Context: an optimization exercise on an open-source flow, tuned for small area and a short achievable clock period. The choices shown serve that exercise and are no tape-out recipe. Function was checked by simulation only, so behaviour that the tests miss may differ from the original. Power is estimated from default activity; no workload was simulated.

==> flow/design.v <==
module flip_flop(Q,clk,D,rst);
input [31:0]Q;
input clk;
input rst;
output reg [31:0]D;
always@(posedge clk)
if(rst == 1)
begin
D <= 'd0;
end
else
begin
D<=Q;
end
endmodule
module fpu (ip1,ip2,result);
    input [31:0]ip1;
    input [31:0]ip2;
    output reg [31:0]result;
     wire sign1,sign2;
     wire [7:0] exp1;
     wire [7:0] exp2;
     reg [7:0] exp1out;
     reg [7:0] exp2out;
     reg [7:0] net_expout;
     reg [7:0] diff;
     reg   [7:0] net_exp;
     wire  [23:0] mantissa1;
     wire  [23:0] mantissa2;
     reg [23:0] new_mantissa;
     reg  [24:0] net_mantissa;
    integer i;
    assign sign1 = ip1[31] ;
    assign sign2 = ip2[31] ;
    assign exp1 = ip1[30:23] ;
    assign exp2 = ip2[30:23] ;
    assign mantissa1 = {1'b1,ip1[22:0]}; 
    assign mantissa2 = {1'b1,ip2[22:0]};
always @(*)
begin
result = 32'b0;
exp1out = 8'b0;
exp2out = 8'b0;
net_expout = 8'b0;
diff = 8'b0;
net_exp = 8'b0;
new_mantissa = 24'b0;
net_mantissa = 25'b0;
if(exp1==exp2) 
begin
    if(sign1 != sign2) 
    begin
        if(mantissa1>mantissa2) 
        begin
        exp1out = exp1;
        net_mantissa = mantissa1 - mantissa2; 
            for(i=0;i<24;i=i+1)     
            begin            
            if(net_mantissa[23] == 0)
            begin
            net_mantissa = net_mantissa<<1;
            exp1out = exp1out - 1'b1;
            end
            end
        result = {sign1,exp1out[7:0],net_mantissa[22:0]};
        end
        else if(mantissa1<mantissa2) 
        begin
        net_mantissa = mantissa2 - mantissa1;    
        exp2out = exp2;        
            for(i=0;i<24;i=i+1)                
            begin
            if(net_mantissa[23] == 0) 
            begin
            net_mantissa = net_mantissa<<1;
            exp2out = exp2out - 1'b1;
            end
            end
        result = {sign2,exp2out[7:0],net_mantissa[22:0]};
        end
        else if (mantissa2==mantissa1) 
        result = 32'b0;
    end
    else if(sign1 == sign2) 
    begin 
    net_mantissa = mantissa1 + mantissa2;
        if(net_mantissa[24] == 0) 
        result = {sign2,exp2[7:0],net_mantissa[22:0]};
        else if(net_mantissa[24] == 1)
        begin
            net_mantissa = net_mantissa>>1;
            exp2out = exp2 + 1'b1;
            result = {sign2,exp2out[7:0],net_mantissa[22:0]};
        end
    end
end
else if (exp2>exp1) 
begin
diff = exp2-exp1;
net_exp = exp2;
new_mantissa = (mantissa1 >> diff);
    if(sign1 == sign2) 
    begin
    net_mantissa = new_mantissa + mantissa2;
        if(net_mantissa[24] == 1) 
        begin
            net_mantissa = net_mantissa>>1;
            net_expout = net_exp+1'b1;
            result = {sign1,net_expout[7:0],net_mantissa[22:0]}; 
        end
        else if(net_mantissa[24] == 0) 
        begin
            net_expout = net_exp;
            result = {sign1,net_expout[7:0],net_mantissa[22:0]}; 
        end
    end
    else if(sign1 != sign2) 
    begin
        if(new_mantissa>mantissa2)
        begin
            net_mantissa = new_mantissa - mantissa2;
            for(i=0;i<24;i=i+1)
            begin
            if(net_mantissa[23] == 0) 
            begin
            net_mantissa = net_mantissa<<1;
            net_exp = net_exp - 1'b1;
            end            
            end
            result = {sign1,net_exp[7:0],net_mantissa[22:0]};
        end 
        else if(mantissa2>new_mantissa)
        begin
            net_mantissa = mantissa2 - new_mantissa ;          
            for(i=0;i<24;i=i+1)
            begin
            if(net_mantissa[23] == 0) 
            begin
            net_mantissa = net_mantissa<<1;
            net_exp = net_exp - 1'b1;
            end
            end
            result = {sign2,net_exp[7:0],net_mantissa[22:0]};
        end 
        else if(mantissa2==new_mantissa)
        begin
             net_mantissa = 25'b0 ;
            result = {sign2,net_exp[7:0],net_mantissa[22:0]};
        end 
    end
end
else if (exp1>exp2) 
begin
diff = exp1-exp2;
net_exp = exp1;
new_mantissa = (mantissa2 >> diff);
    if(sign1 == sign2) 
    begin
    net_mantissa = new_mantissa + mantissa1;
        if(net_mantissa[24] == 1) 
        begin
            net_mantissa = net_mantissa>>1;
            net_expout = net_exp + 1'b1;          
            result = {sign1,net_expout[7:0],net_mantissa[22:0]}; 
        end
        else if(net_mantissa[24] == 0) 
        begin
            net_expout = net_exp;         
            result = {sign1,net_expout[7:0],net_mantissa[22:0]}; 
        end
    end
    else if(sign1 != sign2) 
    begin
        if(mantissa1>new_mantissa)
        begin
            net_mantissa = mantissa1 - new_mantissa;           
            for(i=0;i<24;i=i+1)
            begin
            if(net_mantissa[23] == 0) 
            begin
            net_mantissa = net_mantissa<<1;
            net_exp = net_exp - 1'b1;
            end            
            end
            result = {sign1,net_exp[7:0],net_mantissa[22:0]};
        end 
        else if(new_mantissa>mantissa1)
        begin
            net_mantissa = new_mantissa - mantissa1 ;            
            for(i=0;i<24;i=i+1)
            begin
            if(net_mantissa[23] == 0) 
            begin
            net_mantissa = net_mantissa<<1;
            net_exp = net_exp - 1'b1;
            end        
            end
            result = {sign1,net_exp[7:0],net_mantissa[22:0]};
        end 
        else if(mantissa1==new_mantissa)
        begin
             net_mantissa = 24'b0 ;
            result = {sign1,net_exp[7:0],net_mantissa[22:0]};
        end 
    end
end
end
endmodule
module top_module(ip1,ip2,clk,rst,result);
    input [31:0]ip1;
    input [31:0]ip2;
    input clk;
    input rst;
    output reg [31:0]result;  
    wire [31:0] oop;
    wire [31:0] iip1;
    wire [31:0] iip2;
    wire [31:0] op1;
flip_flop flip_flop1 (ip1,clk,iip1,rst);
flip_flop flip_flop2 (ip2,clk,iip2,rst);
fpu fpu1 (iip1,iip2,oop);
flip_flop flip_flop3 (oop,clk,op1,rst);
always @ (posedge clk) begin 
    result <= op1;
end
endmodule
==> flow/run.sh <==
#!/bin/bash
# synth_recipe.tcl (not shown) runs the flow's synth.tcl, then flattens the netlist and writes it again
# the make line also repeats each setting of config.mk as NAME=value (left out here)
make -C /OpenROAD-flow-scripts/flow DESIGN_CONFIG=/design/flow/config.mk WORK_HOME=/design/flow/orfs CLKGATE_MAP_FILE= SYNTH_SCRIPT=/design/flow/synth_recipe.tcl finish
==> flow/config.mk <==
export PLATFORM = sky130hd
export DESIGN_NAME = top_module
export DESIGN_NICKNAME = top_module
export VERILOG_FILES = /design/flow/design.v
export SDC_FILE = /design/flow/constraint.sdc
export NUM_CORES = 4
export LEC_CHECK = 0
export CAP_MARGIN = 20
export CORE_MARGIN = 2
export CORE_UTILIZATION = 40
export SLEW_MARGIN = 20
==> flow/constraint.sdc <==
create_clock -name core_clock -period 24.0 [get_ports {clk}]
set_input_delay 4.8000 -clock core_clock [delete_from_list [all_inputs] [get_ports {clk}]]
set_output_delay 4.8000 -clock core_clock [all_outputs]
set_load 0.01 [all_outputs]
==> results of run 1 <==
power by group through the flow:
| stage | clock network [mW] | registers (mW) | logic (mW) |
|---|---|---|---|
| after global placement | 0 | 0.265 | 4.18 |
| after global routing | 0.300 | 0.262 | 4.66 |
| final | 0.289 | 0.262 | 4.39 |
| after floorplan | 0 | 0.253 | 2.90 |
| after detailed placement | 0 | 0.265 | 4.19 |
| after CTS | 0.293 | 0.260 | 4.21 |
logic make-up after synthesis:
group | count (synthesis) | share of synthesized area, %
buf+inv | 907 | 5.53
flops | 128 | 3.87
fa+ha+maj | 375 | 7.19
simple gates | 4103 | 30.1
mux | 354 | 5.86
xor+xnor | 837 | 12.5
compound gates | 3425 | 35.0
flip-flops by register name, summed over array words and instances (netlist names):
name,count
flip_flop2.D,32
result,32
flip_flop1.D,32
flip_flop3.D,32
cell type report:
cell class	count	area, sq um	area share [%]
repair buffers	352	2880	4.10
well taps	2189	2740	3.90
clock inverters	14	154	0.219
multi-input cells	9094	60300	85.8
flip-flops and latches	128	2560	3.65
inverters	315	1180	1.68
clock buffers	18	429	0.611
diodes	9	22.5	0.0321
cell usage in the layout (no fill, tap or decap), drive strengths merged, types with 55 or more instances in the layout:
master         netlist  final
nand2             1153   1153
nor2              1055   1055
a21oi              800    800
o21ai              719    719
xnor2              601    601
nand3              381    381
nor3               380    380
ha                 359    359
inv                309    313
buf                192    256
mux2i              241    241
xor2               208    208
o211ai             201    201
a211oi             190    190
nand4              173    173
a31oi              165    165
and3               150    150
dfxtp              128    128
and2               128    128
nor2b              115    115
nor4               115    115
o22ai              113    113
a21o               103    103
mux2                99     99
o21a                96     96
clkdlybuf4s50        0     96
or3                 93     93
o31ai               90     90
nand2b              84     84
o21bai              70     70
a22oi               69     69
or2                 68     68
a221oi              60     60
a2111oi             60     60
and4                59     59
o221ai              55     55
worst max-delay path: cells and delay by family, from the launching register on:
kind / cells / cell delay (ns)
buf+inv: 4 / 1.10
simple gates: 31 / 3.69
flops: 1 / 0.79
fa+ha+maj: 24 / 7.73
mux: 12 / 2.88
compound gates: 20 / 5.37
xor+xnor: 4 / 0.98
through the flow:
| step | util (%) | cells |
|---|---|---|
| 3_5_place_dp | 42.3 | 12100 |
| 3_3_place_gp | 42.3 | 12100 |
| 2_1_floorplan | - | 10100 |
| 5_1_grt | 42.6 | 12100 |
| 6_report | 42.7 | 12100 |
| 4_1_cts | 42.6 | 12100 |
routing by layer:
layer / wire, microns / vias to the layer above / track usage, %
met3: 39400 / 751 / 9.22
met1: 152000 / 40100 / 55.6
met5: 76 / - / 0
met4: 16600 / 12 / 15.8
li1: - / 37600 / -
met2: 145000 / 5099 / 58.1
final timing paths:
path | slack (ns) | cells after the start | to | start
min reg2reg | 0.33 | 0 | result[17]$_DFF_P_ | flip_flop3.D[17]$_SDFF_PP0_
max | 1.28 | 95 | flip_flop3.D[25]$_SDFF_PP0_ | flip_flop1.D[24]$_SDFF_PP0_
min | 0.33 | 0 | result[17]$_DFF_P_ | flip_flop3.D[17]$_SDFF_PP0_
max reg2reg | 1.28 | 95 | flip_flop3.D[25]$_SDFF_PP0_ | flip_flop1.D[24]$_SDFF_PP0_
==> summary.md, run 1 <==
| Metric | Value |
|---|---|
| Setup TNS | 0 ns |
| Clock tree buffer depth | 2 |
| Iter 0 DRT Violations | 12200 |
| Tightest Hold Check Type | reg -> reg |
| Post-CTS setup buffers | 0 |
| Gr ovfl total | 0 |
| Final HPWL from detailed placement | 287 mm |
| NumNets Final | 10300 |
| Crit path DAT | 23.11 ns |
| Highest clock rate | 44.0 MHz |
| RSZ-0062 raised after global routing | no |
| Clk slew on worst S/H paths | 0.09 ns |
| First-pass GRT wire length | 514 mm |
| Status | complete, no violations |
| Crit path capture type | flip-flop |
| Final Skew | 0.0359 ns |
| Sequential share of power | 5.3% |
| Synth Cell Area | 66200 sq um |
| P_leak | 26.3 nW |
| Mapped Avg Cell Area | 6.54 sq um |
| Placed inst area | 69600 sq um |
| Final-report setup violation count | 0 |
| Die height | 411 microns |
| Largest net degree at the start of global routing | 65 |
| Filler Cells Inserted | 17600 |
| H-Tree Depth | 4 |
| Worst Tran Pin Value | 1.27 ns |
| Ys Warns | 3 |
| Pwr Total | 4.94 mW |
| Synth area leaders | xnor2_1 7.5%, ha_1 6.8%, nand2_1 6.5%, a21oi_1 6.0%, nor2_1 5.9% |
| Hold Buf Count CTS | 0 |
| Initial antenna violation count | 19 |
| Area leader, netlist | xnor2_1 |
| DR WL/cell | 29.1 microns |
| Hold WS | 0.326 ns |
| Core region area | 165000 sq um |
| Vias in the first global route | 75400 |
| Post-Syn Instances | 10100 |
| Vias/cell | 6.89 |
| Slowest CP cell | dfxtp_1 |
| Psw | 3.12 mW |
| WS Path Type | reg -> reg |
| Io pins | 98 |
| Fin. Hold Viols | 0 |
| Post-synth EDFFs | 0 |
| Cell-internal power | 1.82 mW |
| Worst Setup Start Kind | flip-flop |
| # DRC | 0 |
| Yosys reg bits | 128 |
| Synth top cells by count | 1152 x nand2_1, 1047 x nor2_1, 788 x a21oi_1 |
| Area grow syn2layout | 6.08% |
| Max_cap viols | 0 |
| Synth Flop Type | dfxtp_1 |
| Via count | 83500 |
| Most common cell in the netlist | nand2_1 |
| Share of layout cells above drive strength 1 | 7.52% |
| Clock Power Share | 5.8% |
| Clk latency of the worst-skew pair | 0.54 ns |
| Design Area, Final | 70200 sq um |
| CTS tree | done |
| CP peak stage delay | 0.79 ns |
| Final Cycle Share | 94.6% |
| Crit Path Max Fanout | 16 |
| CTS buffer count | 17 |
| Sw frac | 63.2% |
| Clk sinks | 128 |
| Maximum vdd ir drop | 0.0653 mV |
| Die W | 411 microns |
| Comb pwr share | 88.9% |
| Clock root buffer | clkbuf_16 |
| Pwr dens | 70.4 nW/um^2 |
| Starting Density | 40.2% |
| RePlAce Congestion | 1.11 |
| Slew margin rel. | 13.9% |
| Port Buffers | 97 |
| Top-area cell type share of the netlist area | 7.50% |
| Final critical-path required period | 22.72 ns |
| Dpl ws | 1.98 ns |
| Die ar. | 169000 sq um |
| Syn_nets | 10600 |
| Setup ws final | 1.28 ns |
| FFs w/ async S/R, synth | 0% |
| Resized cells post-CTS | 0 |
| Row cnt | 149 |
| Unique masters post-synth | 140 |
| DR pass1 iterations | 6 |
| CP required | 24.39 ns |
| Max Slew Vio Count | 0 |
| Final WL | 353 mm |
| Total Routing Usage GR | 39.7% |
| Sequential area share after synthesis | 3.87% |
| Cell mode on critical path | ha_1 |
| Antenna viol nets, final | 0 |
==> inputs of run 2 (changes only) <==
==> flow/design.v (replaced) <==
module flip_flop #(parameter W = 32) (clk, d, q);
input clk;
input [W-1:0] d;
output reg [W-1:0] q;
always @(posedge clk)
    q <= d;
endmodule
module fpu_align_add (a, b, v, ep1, s);
    input  [31:0] a;
    input  [31:0] b;
    output [24:0] v;     
    output [7:0]  ep1;   
    output        s;     
    wire        swap = b[30:0] > a[30:0];
    wire [7:0]  eB   = swap ? b[30:23] : a[30:23];
    wire [7:0]  eS   = swap ? a[30:23] : b[30:23];
    wire [23:0] mB   = {1'b1, swap ? b[22:0] : a[22:0]};
    wire [23:0] mS   = {1'b1, swap ? a[22:0] : b[22:0]};
    wire [7:0]  d    = eB - eS;
    wire [23:0] mSs  = (d > 8'd23) ? 24'd0 : (mS >> d[4:0]);
    wire        sub  = a[31] ^ b[31];
    assign v   = sub ? ({1'b0, mB} - {1'b0, mSs}) : ({1'b0, mB} + {1'b0, mSs});
    assign ep1 = eB + 8'd1;
    assign s   = swap ? b[31] : a[31];
endmodule
module fpu_normalise (v, ep1, s, kill, set23, r);
    input  [24:0] v;
    input  [7:0]  ep1;
    input         s;
    input         kill;    
    input         set23;   
    output [31:0] r;
    reg [4:0] lz;
    integer i;
    always @(*) begin
        lz = 5'd0;
        for (i = 0; i < 25; i = i + 1)
            if (v[i]) lz = 5'd24 - i[4:0];
    end
    wire [24:0] sh   = v << lz;
    wire [7:0]  e    = ep1 - {3'b0, lz};
    wire        zero = kill | (v == 25'd0);
    assign r = ({s, e, sh[23:1]} & {32{~zero}}) | {8'b0, set23, 23'b0};
endmodule
module top_module(ip1,ip2,clk,rst,result);
    input [31:0]ip1;
    input [31:0]ip2;
    input clk;
    input rst;
    output reg [31:0]result;
    wire [31:0] a, b;
    reg         rst1;
    wire [24:0] v;
    wire [7:0]  ep1;
    wire        s;
    wire [31:0] r;
    flip_flop #(.W(32)) ff_a (.clk(clk), .d(ip1), .q(a));
    flip_flop #(.W(32)) ff_b (.clk(clk), .d(ip2), .q(b));
    always @(posedge clk) rst1 <= rst;
    fpu_align_add u1 (.a(a), .b(b), .v(v), .ep1(ep1), .s(s));
    reg  [24:0] v_q;
    reg  [7:0]  ep1_q;
    reg         s_q, kill_q, set_q;
    always @(posedge clk) begin
        v_q    <= v;
        ep1_q  <= ep1;
        s_q    <= s;
        kill_q <= rst | rst1;
        set_q  <= rst1 & ~rst;
    end
    fpu_normalise u2 (.v(v_q), .ep1(ep1_q), .s(s_q), .kill(kill_q), .set23(set_q), .r(r));
    always @(posedge clk) result <= r;
endmodule
==> summary.md, run 2 <==
| Metric | Value |
|---|---|
| Area leader, netlist | dfxtp_1 |
| Crit Path Max Fanout | 40 (+24) |
| DR pass1 iterations | 5 (-1) |
| CP peak stage delay | 0.54 ns (-0.25 ns) |
| Io pins | 98 (unchanged) |
| Top-area cell type share of the netlist area | 26.9% (+19 points) |
| Synth Flop Type | dfxtp_1 |
| Final Cycle Share | 40.4% (-54 points) |
| Regs by FF count | ff_a.q x32, ff_b.q x32, result x32 |
| Status | complete, no violations |
| Yosys reg bits | 133 (+3.9%) |
| RSZ-0062 raised after global routing | no |
| Dpl ws | 14.43 ns (+12.44 ns) |
| Synth area leaders | dfxtp_1 27%, mux2i_1 10%, ha_1 7.7%, nand2_1 4.7%, a21oi_1 4.5% |
| Multiplexer share of the synthesized area | 14.1% (+8.2 points) |
| Slowest CP cell | mux4_2 |
| Cells on Worst Hold Path | 2 (+2) |
| Design Area, Final | 11700 sq um (-83%) |
| Core Util, Final | 48.2% (+5.6 points) |
| Crit path DAT | 10.05 ns (-13.06 ns) |
| Min-delay src | s_q$_DFF_P_ |
| Max_cap viols | 0 (unchanged) |
| Worst Setup Start Kind | flip-flop |
| WS Path Type | reg -> reg |
| Final HPWL from detailed placement | 22.5 mm (-92%) |
| # DRC | 0 (unchanged) |
| Area grow syn2layout | 18.5% |
| Sw frac | 45.1% (-18 points) |
| Register-to-Register Path Depth | 35 (-63%) |
| FFs w/ async S/R, synth | 0% (unchanged) |
| WL met1 | 13.0 mm (-91%) |
| Vias in the first global route | 8453 (-89%) |
| Starting Density | 40.7% (+0.48 points) |
| FF-to-FF End | v_q[24]$_DFF_P_ |
| Final Skew | 0.0140 ns (-0.0219 ns) |
| Row cnt | 57 (-62%) |
| Final cell count without fillers | 1607 (-87%) |
| Routed met3 length | 1.64 mm (-96%) |
| Antenna diode count | 0 (-9) |
| Cell mode on critical path | a21oi_1 |
| Highest clock rate | 103 MHz (+130%) |
| H-Tree Depth | 4 (unchanged) |
| Vias/cell | 5.64 (-18%) |
| Clk latency of the worst-skew pair | 0.43 ns (-0.11 ns) |
| Clock tree buffer depth | 2 (unchanged) |
| Post-Syn Instances | 1201 (-88%) |
| Total Routing Usage GR | 22.1% (-18 points) |
| CTS tree | done |
| CP required | 24.35 ns (-0.04 ns) |
| Setup ws final | 14.30 ns (+13.02 ns) |
| Maximum vdd ir drop | 0.0495 mV (-24%) |
| Comb pwr share | 55.2% (-34 points) |
| Final critical-path required period | 9.70 ns (-13.02 ns) |
| Iter 0 DRT Violations | 709 (-94%) |
| Placed inst area | 11100 sq um (-84%) |
| Clock root buffer | clkbuf_16 |
| Worst Tran Pin Value | 0.923 ns (-0.352 ns) |
| Mapped Avg Cell Area | 8.24 sq um (+26%) |
| Sequential share of power | 24.5% (+19 points) |
| Max Slew Vio Count | 0 (unchanged) |
| Unique masters post-synth | 90 (-36%) |
| Synth top cells by count | 133 x dfxtp_1, 124 x nand2_1, 103 x mux2i_1 |
| Share of layout cells above drive strength 1 | 8.42% (+0.90 points) |
| Final-report setup violation count | 0 (unchanged) |
| Die ar. | 26000 sq um (-85%) |
| Crit path capture type | flip-flop |
| Clk sinks | 133 (+3.9%) |
| Post-synth EDFFs | 0 (unchanged) |
| Port Buffers | 97 (unchanged) |
| Main combinational cell family by area after synthesis | compound AO/OA/AOI/OAI gates |
| Clk slew on worst S/H paths | 0.07 ns (-0.02 ns) |
| Pwr dens | 111 nW/um^2 (+58%) |
| NumNets Final | 1399 (-86%) |
| Top sig layer | met4 |
| Most common cell in the netlist | dfxtp_1 |
| Psw | 0.590 mW (-81%) |
| Synth Area in XOR/XNOR | 4.69% (-7.8 points) |
| Clock Power Share | 20.3% (+15 points) |
| Most frequent cells in the layout | 133 x dfxtp_1, 124 x nand2_1, 103 x mux2i_1 |
| Slew margin rel. | 38.3% (+24 points) |
| Core region area | 24300 sq um (-85%) |
| Die height | 161 microns (-61%) |
| Commonest non-fill, non-tap cell in the layout | dfxtp_1 |
| Initial antenna violation count | 0 (-19) |
| Worst R2R Start | ff_a.q[23]$_DFF_P_ |
| P_leak | 4.86 nW (-82%) |
| Post-CTS setup buffers | 0 (unchanged) |
| RePlAce Congestion | 0.923 (-17%) |
| Synth Cell Area | 9900 sq um (-85%) |
| Ys Warns | 3 (unchanged) |
| Compound-cell area share of the yosys netlist | 23.6% (-11 points) |
| Met2 WL | 13.5 mm (-91%) |
| Antenna viol nets, final | 0 (unchanged) |
| Gr ovfl total | 0 (unchanged) |
| Cell-internal power | 0.717 mW (-61%) |
| Post-synthesis adder-cell area fraction | 8.12% (+0.92 points) |
| Final WL | 28.7 mm (-92%) |
| Hold Buf Count CTS | 0 (unchanged) |
| First-pass GRT wire length | 45.5 mm (-91%) |
| Placed cell count | 1575 (-87%) |
| Sequential area share after synthesis | 26.9% (+23 points) |
| Fin. Hold Viols | 0 (unchanged) |
| Die W | 161 microns (-61%) |
| CTS buffer count | 17 (unchanged) |
| Syn_nets | 1330 (-87%) |
| Simple-Gate Fraction of Synth Area | 17.2% (-13 points) |
| Via count | 9065 (-89%) |
| WHS Endpoint | result[31]$_DFF_P_ |
| Resized cells post-CTS | 0 (unchanged) |
| Setup TNS | 0 ns (unchanged) |
| R2R Setup Slk | 14.30 ns (+13.02 ns) |
| Tightest Hold Check Type | reg -> reg |
| Largest net degree at the start of global routing | 61 (-6.2%) |
| DR WL/cell | 17.9 microns (-39%) |
==> run 2: layout make-up <==
| type | instances | area [sq um] |
|---|---|---|
| fill | 2381 | 12600 |
| clock buffer | 17 | 425 |
| clock inverter | 15 | 185 |
| inverter | 65 | 244 |
| timing repair buffer | 112 | 1080 |
| sequential | 133 | 2660 |
| tap | 324 | 405 |
| multi-input combinational | 941 | 6720 |
==> run 2: per-layer routing <==
layer	vias to the layer above	GRT usage [%]
met1	4213	28.9
met4	0	7.06
met3	44	4.31
met5	-	0
li1	4513	-
met2	295	36.6
==> run 2: power by group through the flow <==
| stage | clock network [mW] | logic, mW | registers [mW] |
|---|---|---|---|
| after floorplan | 0 | 0.524 | 0.315 |
| after global placement | 0 | 0.712 | 0.324 |
| after detailed placement | 0 | 0.713 | 0.325 |
| after CTS | 0.270 | 0.717 | 0.320 |
| after global routing | 0.279 | 0.792 | 0.326 |
| final | 0.265 | 0.722 | 0.320 |
==> run 2: cells by family after synthesis <==
group / count (synthesis)
compound gates: 347
xor+xnor: 53
fa+ha+maj: 63
buf+inv: 127
flops: 133
mux: 123
simple gates: 355
==> run 2: worst max-delay path: cells and delay by family (launching register included) <==
kind / cells / cell delay (ns)
AOI/OAI and AO/OA: 15 / 3.43
xor gates and xnor gates: 1 / 0.15
adders and majority gates: 4 / 1.09
buffers and inverters: 5 / 1.36
DFF: 1 / 0.40
muxes: 2 / 1.05
and+or+nand+nor: 8 / 2.12
==> run 2: metrics by stage <==
stage	hold slack (ns)	power, mW
3_3_place_gp	0.421	1.04
6_report	0.420	1.31
3_5_place_dp	0.423	1.04
2_1_floorplan	0.394	0.839
5_1_grt	0.447	1.40
4_1_cts	0.422	1.31
==> run 2: how the worst max path moves through the flow <==
| stage | startpoint | endpoint | cells past startpoint |
|---|---|---|---|
| 6_report | ff_a.q[23]$_DFF_P_ | v_q[24]$_DFF_P_ | 35 |
| 5_1_grt | ff_a.q[23]$_DFF_P_ | v_q[24]$_DFF_P_ | 35 |
| 4_1_cts | ff_a.q[23]$_DFF_P_ | v_q[24]$_DFF_P_ | 35 |
| 3_5_place_dp | ff_a.q[23]$_DFF_P_ | v_q[24]$_DFF_P_ | 35 |
| 3_3_place_gp | ff_a.q[23]$_DFF_P_ | v_q[24]$_DFF_P_ | 35 |
| 2_1_floorplan | ff_a.q[20]$_DFF_P_ | v_q[24]$_DFF_P_ | 40 |

-- separate check: timing with driven ports --
The results above use ideal ports. As a check the final layouts listed here were re-extracted and re-timed, cells and wires unchanged.
Step 1: set_driving_cell puts a clkbuf_16 on clk and a buf_2 on each other input, an assumption about the parent block.
Step 2 adds t to the input delays and takes it off the output delays; t is the mean of the earliest and latest rising clock arrival at the registers after step 1. Input paths then give back, and output paths get back, about the clock's delay inside the block.
Slacks: no drivers / after step 1 / after step 2; pairs: no drivers / after step 1.
run	t (ns)	setup slack, ns	hold WS [ns]	worst data-port slew with drivers (ns)
run 1	0.589	1.285 / 1.285 / 1.285	0.326 / 0.326 / 0.326	0.17
run 2	0.474	14.303 / 14.303 / 14.303	0.420 / 0.420 / 0.420	0.04
After both steps every run listed still meets setup and hold.
